Background: an optimization exercise with open tools, aiming at small area, a short achievable clock period and few clock cycles. Do not read the settings as production practice. RTL that was checked went through simulation tests only; none was proved equivalent to the original. Power and IR drop assume default switching activity.

## before
==> flow/design.v (excerpt) <==
module LMFE ( clk, reset, Din, in_en, busy, out_valid, Dout, mem_cen, mem_wen, mem_addr, mem_d, mem_q);
For scale: ~1700 cells after synthesis, ~720 flip-flops, roughly 49 I/O pins.
==> flow/config.mk <==
export PLATFORM = sky130hd
export DESIGN_NAME = LMFE
export DESIGN_NICKNAME = LMFE
export VERILOG_FILES = /design/flow/design.v
export SDC_FILE = /design/flow/constraint.sdc
export NUM_CORES = 4
export LEC_CHECK = 0
export CAP_MARGIN = 20
export CORE_MARGIN = 2
export CORE_UTILIZATION = 40
export CTS_BUF_LIST = sky130_fd_sc_hd__clkbuf_16
export CTS_CLUSTER_DIAMETER = 60
export CTS_CLUSTER_SIZE = 30
export SETUP_SLACK_MARGIN = 3.1
export SLEW_MARGIN = 20
==> flow/constraint.sdc <==
create_clock -name core_clock -period 6.0 [get_ports {clk}]
set_input_delay 1.2000 -clock core_clock [delete_from_list [all_inputs] [get_ports {clk}]]
set_output_delay 1.2000 -clock core_clock [all_outputs]
set_load 0.01 [all_outputs]
standard.sh (not shown) runs the stock make flow with config.mk's settings and CLKGATE_MAP_FILE= SYNTH_SCRIPT=/design/flow/synth_recipe.tcl, a recipe that flattens the netlist after the stock synthesis.
==> flow/flow/run.sh <==
#!/bin/bash
# The standard layout (the standard.sh, unchanged synthesis script and
# settings from config.mk), except that Yosys does not extract full-adder
# cells: with ADDER_MAP_FILE empty, ORFS's synth.tcl skips extract_fa, so ABC
# maps the adder trees from plain gates (faster than sky130 fa_1 cells).
# Registers are unaffected.
set -euo pipefail
export ADDER_MAP_FILE=
bash standard.sh > standard.log 2>&1
Testbench counts of before, summed over its fixed seeds: cycles 1,381,296.
--- input diff before..after ---
--- a/flow/design.v
+++ b/flow/design.v
@@ -232,43 +232,56 @@
   assign msb[41] = P41[7];
   assign msb[42] = P42[7];
   assign msb[43] = P43[7];
   assign msb[44] = P44[7];
   assign msb[45] = P45[7];
   assign msb[46] = P46[7];
   assign msb[47] = P47[7];
   assign msb[48] = P48[7];
 reg  [2:0] ccr;                            
-reg  [2:0] CC0, CC1, CC2, CC3, CC4, CC5;    
 reg  [5:0] sreg;                           
 reg  [6:0] colact_n;                      
 reg  [4:0] k0_n;
-reg  [2:0] ccsel;
+reg  [6:0] cmsb;
+integer ci;
+always @(*) begin
+  for (ci = 0; ci < 7; ci = ci + 1) begin
+    case (k)
+      3'd0:    cmsb[ci] = msb[ci];
+      3'd1:    cmsb[ci] = msb[8 + ci];
+      3'd2:    cmsb[ci] = msb[16 + ci];
+      3'd3:    cmsb[ci] = msb[24 + ci];
+      3'd4:    cmsb[ci] = msb[32 + ci];
+      default: cmsb[ci] = msb[40 + ci];
+    endcase
+  end
+end
+wire [2:0] ccol = {2'b0, ~cmsb[0]} + {2'b0, ~cmsb[1]} + {2'b0, ~cmsb[2]} + {2'b0, ~cmsb[3]} +
+                  {2'b0, ~cmsb[4]} + {2'b0, ~cmsb[5]} + {2'b0, ~cmsb[6]};
+reg        cact;
 always @(*) begin
   case (k)
-    3'd1:    ccsel = colact_n[2] ? CC1 : 3'd0;
-    3'd2:    ccsel = colact_n[3] ? CC2 : 3'd0;
-    3'd3:    ccsel = colact_n[4] ? CC3 : 3'd0;
-    3'd4:    ccsel = colact_n[5] ? CC4 : 3'd0;
-    3'd5:    ccsel = colact_n[6] ? CC5 : 3'd0;
-    3'd6:    ccsel = colact_n[0] ? ccr : 3'd0;
-    default: ccsel = 3'd0;
+    3'd0:    cact = colact[1];
+    3'd1:    cact = colact_n[2];
+    3'd2:    cact = colact_n[3];
+    3'd3:    cact = colact_n[4];
+    3'd4:    cact = colact_n[5];
+    default: cact = colact_n[6];
   endcase
 end
-wire [5:0] sbase = (k == 3'd1) ? (colact_n[1] ? {3'b0, CC0} : 6'd0) : sreg;
-wire [5:0] snext = sbase + {3'b0, ccsel};
-wire [5:0] sfin  = sreg + {3'b0, colact_n[0] ? ccr : 3'd0};    
+reg  [2:0] ccreg;
+always @(posedge clk) ccreg <= cact ? ccol : 3'd0;
+wire [5:0] sbase = (k == 3'd1) ? 6'd0 : sreg;
+wire [5:0] snext = sbase + {3'b0, ccreg};
+wire [5:0] sfin  = snext + {3'b0, colact_n[0] ? ccr : 3'd0};    
 always @(posedge clk) begin
   ccr <= ((k == 3'd0) ? 3'd0 : ccr) + {2'b0, ~bus[7]};
-  if (k == 3'd0) begin
-    CC0 <= ccr; CC1 <= CC0; CC2 <= CC1; CC3 <= CC2; CC4 <= CC3; CC5 <= CC4;
-  end
-  sreg <= snext;
+  sreg <= (k == 3'd6) ? sfin : snext;
   if (k == 3'd0) begin
     colact_n <= colact;
     k0_n     <= k0;
   end
 end
 wire e7 = colact_n[0] & ~msb[0];               
 wire [5:0] z7 = sreg + {5'b0, e7};
 reg lt0, lt1;
 always @(posedge clk) begin
@@ -720,33 +733,34 @@
   assign cz_10 = (cz_4 & cz_5) | (cz_4 & pr0[13]) | (cz_5 & pr0[13]);
   wire cz_11;
   wire cz_12;
   assign cz_11 = cz_10 ^ cz_6 ^ pr0[14];
   assign cz_12 = (cz_10 & cz_6) | (cz_10 & pr0[14]) | (cz_6 & pr0[14]);
   wire [6:0] ya = {cz_12, cz_11, cz_8, cz_7, cz_1, pr0[1], pr0[0]};
   wire [6:0] yb = {1'b0, 1'b0, cz_9, 1'b0, 1'b0, pr0[2], 1'b0};
   assign y = ya + yb;
 wire d = ~y[6];
-wire [62:0] Fu = Flast & ~(tapl ^ {63{d}});
+wire [62:0] Fu1 = Flast & tapl;
+wire [62:0] Fu0 = Flast & ~tapl;
+wire [62:0] Fi  = {{(63-50){1'b0}}, finit, 1'b0};
 always @(posedge clk) begin
   F1 <= {F0[61:0], 1'b0};
   M1 <= M0;
   R1 <= R0;
+  F0 <= d ? (init ? Fi : {Fu1[61:0], 1'b0}) : (init ? Fi : {Fu0[61:0], 1'b0});
   if (init) begin
-    F0 <= {{(63-50){1'b0}}, finit, 1'b0};
     M0 <= minit;
     R0 <= {6'b0, d7};
-    dout_r <= {Rlast, d};
   end else begin
-    F0 <= {Fu[61:0], 1'b0};
     M0 <= d ? y[5:0] : mlast;
     R0 <= {Rlast[5:0], d};
   end
+  dout_r <= {Rlast, d};    
 end
 always @(posedge clk or posedge reset) begin
   if (reset) begin
     state    <= S_PRE;
     ldpos    <= 15'd0;
     k        <= 3'd0;
     busy_r   <= 1'b0;
     outv_r   <= 1'b0;
     cen_r    <= 1'b1;
@@ -792,12 +806,12 @@
         wen_r  <= 1'b1;
       end
     endcase
   end
 end
 always @(posedge clk) begin
   if ((pre || (run && k == 3'd0)) && in_en) din_r <= Din;
   if (run && k == 3'd0) accf <= in_en;
   if (pre || (run && k == 3'd6)) addr_r <= ldpos[9:0];
-  else if (run) addr_r <= {rr[2:0], ldcol};
+  else addr_r <= {rr[2:0], ldcol};
 end
 endmodule
--- outcome ---
- Going from before to after, filler-free cell count of the finished design grows by 3.5%.
- ~same y dimension of the die in after and before
- Between after and before, the proportion of synthesized flip-flops having asynchronous set or reset figures differ only marginally.
- In the reports for after and before, the smaller upper clock frequency limit belongs to before.
- after: worst slack on hold paths is 16 ps higher than what before reported.
- after vs before — overall power consumption rose about 1.4%.
- before has lower met2 layer wire length in the routed design than after.
- Higher met1 global-route usage was reported by after, not before.
- Compared with before, in after number of flip-flops and latches went down 2.1%; count of flip-flops with a built-in enable after synthesis went down 36.
Function not checked in after: the RTL went through the layout flow alone.

---

== red ==
LMFE, a different RTL version from the one above (not shown whole).
Size in the first run: ~1700 cells after synthesis, ~720 flip-flops, roughly 49 I/O pins, about 22000 um^2 of cells after synthesis.
==> flow/design.v (excerpt) <==
module LMFE ( clk, reset, Din, in_en, busy, out_valid, Dout, mem_cen, mem_wen, mem_addr, mem_d, mem_q);
clock: 6.0 ns
lec_check: 0
cap_margin: 20
core_margin: 2
core_utilization: 40
cts_buf_list: sky130_fd_sc_hd__clkbuf_16
cts_cluster_diameter: 60
cts_cluster_size: 30
setup_slack_margin: 3.3
slew_margin: 20
Scripts as last shown in full above: flow/flow/run.sh
Testbench counts of red, summed over its fixed seeds: cycles 1,381,296.
#### Input delta (blue over red)
--- a/flow/design.v
+++ b/flow/design.v
@@ -718,19 +718,66 @@
   wire cz_10;
   assign cz_9 = cz_4 ^ cz_5 ^ pr0[13];
   assign cz_10 = (cz_4 & cz_5) | (cz_4 & pr0[13]) | (cz_5 & pr0[13]);
   wire cz_11;
   wire cz_12;
   assign cz_11 = cz_10 ^ cz_6 ^ pr0[14];
   assign cz_12 = (cz_10 & cz_6) | (cz_10 & pr0[14]) | (cz_6 & pr0[14]);
   wire [6:0] ya = {cz_12, cz_11, cz_8, cz_7, cz_1, pr0[1], pr0[0]};
   wire [6:0] yb = {1'b0, 1'b0, cz_9, 1'b0, 1'b0, pr0[2], 1'b0};
-  assign y = ya + yb;
+  wire [6:0] kg0 = ya & yb;
+  wire [6:0] kp0 = ya ^ yb;
+  wire [6:0] kg1, kp1;
+  assign kg1[0] = kg0[0];
+  assign kp1[0] = kp0[0];
+  assign kg1[1] = kg0[1] | (kp0[1] & kg0[0]);
+  assign kp1[1] = kp0[1] & kp0[0];
+  assign kg1[2] = kg0[2] | (kp0[2] & kg0[1]);
+  assign kp1[2] = kp0[2] & kp0[1];
+  assign kg1[3] = kg0[3] | (kp0[3] & kg0[2]);
+  assign kp1[3] = kp0[3] & kp0[2];
+  assign kg1[4] = kg0[4] | (kp0[4] & kg0[3]);
+  assign kp1[4] = kp0[4] & kp0[3];
+  assign kg1[5] = kg0[5] | (kp0[5] & kg0[4]);
+  assign kp1[5] = kp0[5] & kp0[4];
+  assign kg1[6] = kg0[6] | (kp0[6] & kg0[5]);
+  assign kp1[6] = kp0[6] & kp0[5];
+  wire [6:0] kg2, kp2;
+  assign kg2[0] = kg1[0];
+  assign kp2[0] = kp1[0];
+  assign kg2[1] = kg1[1];
+  assign kp2[1] = kp1[1];
+  assign kg2[2] = kg1[2] | (kp1[2] & kg1[0]);
+  assign kp2[2] = kp1[2] & kp1[0];
+  assign kg2[3] = kg1[3] | (kp1[3] & kg1[1]);
+  assign kp2[3] = kp1[3] & kp1[1];
+  assign kg2[4] = kg1[4] | (kp1[4] & kg1[2]);
+  assign kp2[4] = kp1[4] & kp1[2];
+  assign kg2[5] = kg1[5] | (kp1[5] & kg1[3]);
+  assign kp2[5] = kp1[5] & kp1[3];
+  assign kg2[6] = kg1[6] | (kp1[6] & kg1[4]);
+  assign kp2[6] = kp1[6] & kp1[4];
+  wire [6:0] kg3, kp3;
+  assign kg3[0] = kg2[0];
+  assign kp3[0] = kp2[0];
+  assign kg3[1] = kg2[1];
+  assign kp3[1] = kp2[1];
+  assign kg3[2] = kg2[2];
+  assign kp3[2] = kp2[2];
+  assign kg3[3] = kg2[3];
+  assign kp3[3] = kp2[3];
+  assign kg3[4] = kg2[4] | (kp2[4] & kg2[0]);
+  assign kp3[4] = kp2[4] & kp2[0];
+  assign kg3[5] = kg2[5] | (kp2[5] & kg2[1]);
+  assign kp3[5] = kp2[5] & kp2[1];
+  assign kg3[6] = kg2[6] | (kp2[6] & kg2[2]);
+  assign kp3[6] = kp2[6] & kp2[2];
+  assign y = kp0 ^ {kg3[5:0], 1'b0};
 wire d = ~y[6];
 wire [62:0] Fu1 = Flast & tapl;
 wire [62:0] Fu0 = Flast & ~tapl;
 wire [62:0] Fi  = {{(63-50){1'b0}}, finit, 1'b0};
 always @(posedge clk) begin
   F1 <= {F0[61:0], 1'b0};
   M1 <= M0;
   R1 <= R0;
   F0 <= d ? (init ? Fi : {Fu1[61:0], 1'b0}) : (init ? Fi : {Fu0[61:0], 1'b0});
The final reports for blue and red show highest fanout seen on the critical path higher in the former. Between blue and red, the minimum period implied by the final worst setup slack is higher for blue. Sort blue and red by standard cell area after detailed placement desc -> top: red. Against red, blue reports a area taken by multi-input logic gates that is lower. In the reports for blue and red, the smaller maximum frequency belongs to blue. Compared to red, the routing of blue uses less wire. Against red as the reference, blue delivers a lower synthesized cell count. Delta (blue minus red): length of the first detailed-routing pass in iterations moved up, multiplexer share of the synthesized area level, number of post-CTS setup repair buffers moved up.
No functional check of the RTL was part of blue.

---

Setup of rev 12:
LMFE, a different RTL version from the one above (not shown whole).
For scale: ~720 flip-flops, ~49 I/O pins, ~22000 um2 of cells after synthesis.
// LMFE
module LMFE ( clk, reset, Din, in_en, busy, out_valid, Dout, mem_cen, mem_wen, mem_addr, mem_d, mem_q);
clock: 6.0 ns
lec_check: 0
cap_margin: 20
core_margin: 2
core_utilization: 40
cts_buf_list: sky130_fd_sc_hd__clkbuf_16
cts_cluster_diameter: 60
cts_cluster_size: 30
setup_slack_margin: 2.7
slew_margin: 20
Scripts as last shown in full above: flow/flow/run.sh
Here is what was changed in the inputs of rev 13 compared with rev 12.
--- a/flow/design.v
+++ b/flow/design.v
@@ -252,31 +252,27 @@
     3'd5:    ccsel = colact_n[6] ? CC5 : 3'd0;
     3'd6:    ccsel = colact_n[0] ? ccr : 3'd0;
     default: ccsel = 3'd0;
   endcase
 end
 wire [5:0] sbase = (k == 3'd1) ? (colact_n[1] ? {3'b0, CC0} : 6'd0) : sreg;
-wire [5:0] snext = sbase + {3'b0, ccsel};
 always @(posedge clk) begin
   ccr <= ((k == 3'd0) ? 3'd0 : ccr) + {2'b0, ~bus[7]};
   if (k == 3'd0) begin
     CC0 <= ccr; CC1 <= CC0; CC2 <= CC1; CC3 <= CC2; CC4 <= CC3; CC5 <= CC4;
   end
-  sreg <= snext;
+  sreg <= sbase + {3'b0, ccsel};
   if (k == 3'd0) begin
     colact_n <= colact;
     k0_n     <= k0;
   end
 end
 wire e7 = colact_n[0] & ~msb[0];               
 wire [5:0] z7 = sreg + {5'b0, e7};
-reg lt0, lt1;
-always @(posedge clk) begin
-  lt0 <= (snext < {1'b0, k0_n});
-  lt1 <= (snext < {1'b0, k0_n} - 6'd1);
-end
+wire lt0 = (sreg < {1'b0, k0_n});
+wire lt1 = (sreg < {1'b0, k0_n} - 6'd1);
 wire d7 = e7 ? lt1 : lt0;                       
 wire [5:0] minit = d7 ? (z7 - {1'b0, k0_n}) : (6'd0 - {1'b0, k0_n});
 wire [48:0] act;
   assign act[0] = colact_n[0];
   assign act[1] = colact_n[0];
   assign act[2] = colact_n[0];
[summary]
- Rev 12 vs rev 13, startpoint of the worst setup timing path: colact_n[6] vs k0_n[1]
- Per the comparison of rev 13 with rev 12, final cell count saw a decrease, total power draw saw little to no change, global routing met3 resource utilization saw a decrease, die area saw little to no change, number of optimization iterations in the first detailed-route pass saw a decrease.
Testbench counts of rev 13, summed over its fixed seeds: cycles 1,381,296.
Function not checked in rev 12: the RTL went through the layout flow alone.

---

## the previous run
Another version of the RTL of LMFE (not shown whole).
Size: roughly 1,600 cells after synthesis, about 720 flip-flops, about 21,000 um^2 of cells after synthesis.
clock: 6.0 ns
lec_check: 0
cap_margin: 20
core_margin: 2
core_utilization: 40
cts_buf_list: sky130_fd_sc_hd__clkbuf_16
cts_cluster_diameter: 60
cts_cluster_size: 30
setup_slack_margin: 3.1
slew_margin: 20
Scripts as last shown in full above: flow/flow/run.sh
Inputs modified between the previous run and the current run:
--- a/flow/design.v
+++ b/flow/design.v
@@ -235,37 +235,49 @@
   assign msb[44] = P44[7];
   assign msb[45] = P45[7];
   assign msb[46] = P46[7];
   assign msb[47] = P47[7];
   assign msb[48] = P48[7];
 reg  [2:0] ccr;                            
-reg  [2:0] CC0, CC1, CC2, CC3, CC4, CC5;    
 reg  [5:0] sreg;                           
 reg  [6:0] colact_n;                      
 reg  [4:0] k0_n;
-reg  [2:0] ccsel;
+reg  [6:0] cmsb;
+integer ci;
+always @(*) begin
+  for (ci = 0; ci < 7; ci = ci + 1) begin
+    case (k)
+      3'd1:    cmsb[ci] = msb[1 + ci];
+      3'd2:    cmsb[ci] = msb[9 + ci];
+      3'd3:    cmsb[ci] = msb[17 + ci];
+      3'd4:    cmsb[ci] = msb[25 + ci];
+      3'd5:    cmsb[ci] = msb[33 + ci];
+      default: cmsb[ci] = msb[41 + ci];
+    endcase
+  end
+end
+wire [2:0] ccol = {2'b0, ~cmsb[0]} + {2'b0, ~cmsb[1]} + {2'b0, ~cmsb[2]} + {2'b0, ~cmsb[3]} +
+                  {2'b0, ~cmsb[4]} + {2'b0, ~cmsb[5]} + {2'b0, ~cmsb[6]};
+reg        cact;
 always @(*) begin
   case (k)
-    3'd1:    ccsel = colact_n[2] ? CC1 : 3'd0;
-    3'd2:    ccsel = colact_n[3] ? CC2 : 3'd0;
-    3'd3:    ccsel = colact_n[4] ? CC3 : 3'd0;
-    3'd4:    ccsel = colact_n[5] ? CC4 : 3'd0;
-    3'd5:    ccsel = colact_n[6] ? CC5 : 3'd0;
-    3'd6:    ccsel = colact_n[0] ? ccr : 3'd0;
-    default: ccsel = 3'd0;
+    3'd1:    cact = colact_n[1];
+    3'd2:    cact = colact_n[2];
+    3'd3:    cact = colact_n[3];
+    3'd4:    cact = colact_n[4];
+    3'd5:    cact = colact_n[5];
+    default: cact = colact_n[6];
   endcase
 end
-wire [5:0] sbase = (k == 3'd1) ? (colact_n[1] ? {3'b0, CC0} : 6'd0) : sreg;
+wire [2:0] ccsel = cact ? ccol : 3'd0;
+wire [5:0] sbase = (k == 3'd1) ? 6'd0 : sreg;
 wire [5:0] snext = sbase + {3'b0, ccsel};
-wire [5:0] sfin  = sreg + {3'b0, colact_n[0] ? ccr : 3'd0};    
+wire [5:0] sfin  = snext + {3'b0, colact_n[0] ? ccr : 3'd0};    
 always @(posedge clk) begin
   ccr <= ((k == 3'd0) ? 3'd0 : ccr) + {2'b0, ~bus[7]};
-  if (k == 3'd0) begin
-    CC0 <= ccr; CC1 <= CC0; CC2 <= CC1; CC3 <= CC2; CC4 <= CC3; CC5 <= CC4;
-  end
-  sreg <= snext;
+  sreg <= (k == 3'd6) ? sfin : snext;
   if (k == 3'd0) begin
     colact_n <= colact;
     k0_n     <= k0;
   end
 end
 wire e7 = colact_n[0] & ~msb[0];               
@@ -324,12 +336,13 @@
   assign act[43] = colact_n[6];
   assign act[44] = colact_n[6];
   assign act[45] = colact_n[6];
   assign act[46] = colact_n[6];
   assign act[47] = colact_n[6];
   assign act[48] = colact_n[6];
+wire [48:0] finit = act & ~(msb ^ {49{d7}});
 wire init = run & (k == 3'd0);
 wire [61:0] tap;
   assign tap[0] = P0[0];
   assign tap[1] = P1[3];
   assign tap[2] = P2[6];
   assign tap[3] = P3[2];
@@ -722,20 +735,20 @@
   assign cz_11 = cz_10 ^ cz_6 ^ pr0[14];
   assign cz_12 = (cz_10 & cz_6) | (cz_10 & pr0[14]) | (cz_6 & pr0[14]);
   wire [6:0] ya = {cz_12, cz_11, cz_8, cz_7, cz_1, pr0[1], pr0[0]};
   wire [6:0] yb = {1'b0, 1'b0, cz_9, 1'b0, 1'b0, pr0[2], 1'b0};
   assign y = ya + yb;
 wire d = ~y[6];
-wire [62:0] fa = init ? {{(63-50){1'b0}}, act, 1'b0} : {Flast[61:0], 1'b0};
-wire [62:0] fb = init ? {{(63-50){1'b0}}, msb, 1'b0} : {tapl[61:0], 1'b0};
-wire             fc = init ? d7 : d;
+wire [62:0] Fu1 = Flast & tapl;
+wire [62:0] Fu0 = Flast & ~tapl;
+wire [62:0] Fi  = {{(63-50){1'b0}}, finit, 1'b0};
 always @(posedge clk) begin
   F1 <= {F0[61:0], 1'b0};
   M1 <= M0;
   R1 <= R0;
-  F0 <= fa & ~(fb ^ {63{fc}});
+  F0 <= d ? (init ? Fi : {Fu1[61:0], 1'b0}) : (init ? Fi : {Fu0[61:0], 1'b0});
   if (init) begin
     M0 <= minit;
     R0 <= {6'b0, d7};
   end else begin
     M0 <= d ? y[5:0] : mlast;
     R0 <= {Rlast[5:0], d};
@@ -795,9 +808,9 @@
   end
 end
 always @(posedge clk) begin
   if ((pre || (run && k == 3'd0)) && in_en) din_r <= Din;
   if (run && k == 3'd0) accf <= in_en;
   if (pre || (run && k == 3'd6)) addr_r <= ldpos[9:0];
-  else if (run) addr_r <= {rr[2:0], ldcol};
+  else addr_r <= {rr[2:0], ldcol};
 end
 endmodule
==> summary.txt <==
Compared with the previous run, the current run shows a global-route wire length before repair that is 7100 um higher. As of the current run, largest voltage drop on the vdd net had risen by more than a quarter compared to the previous run. Per the comparison of the current run with the previous run, final non-filler cell total rose 7.9%, clock power saw an increase, fraction of area in registers moved down. A first element of the critical path of k[2] is what the current run shows, while pr0[8] belongs to the previous run. The current run does worse than the previous run on worst setup slack.
No run of this note included a check of the RTL's function; only the layout flow was run.

## what the ideal ports hide
No port has a modelled driver above. Below, the same layouts with a new extraction and two added sets of constraints. Step 1 sets driving cells, clkbuf_16 on the clock port and buf_2 on the other inputs (assumed; they add their load-dependent delay and slew). Step 2 adds t to the input delays and takes it off the output delays; t is the mean of the earliest and latest rising clock arrival at the registers after step 1. Input paths then give back, and output paths get back, about the clock's delay inside the block. a / b / c = no drivers / after step 1 / after step 2; a / b = the first two.
run	shift t [ns]	setup slack, ns	cell pins on the clock port's net
before	0.638	3.082 / 3.082 / 2.823	1
after	0.642	3.121 / 3.100 / 2.672	1
red	0.635	3.362 / 3.304 / 2.877	1
blue	0.627	3.123 / 3.123 / 3.123	1
rev 12	0.627	2.790 / 2.790 / 2.621	1
rev 13	0.647	2.924 / 2.924 / 2.577	1
the previous run	0.639	2.930 / 2.930 / 2.792	1
the current run	0.643	1.447 / 1.447 / 1.447	1
After both steps every run listed still meets setup and hold. The setup slack of red, which loses most, moves by -0.058 ns with the drivers and by -0.485 ns with both steps.
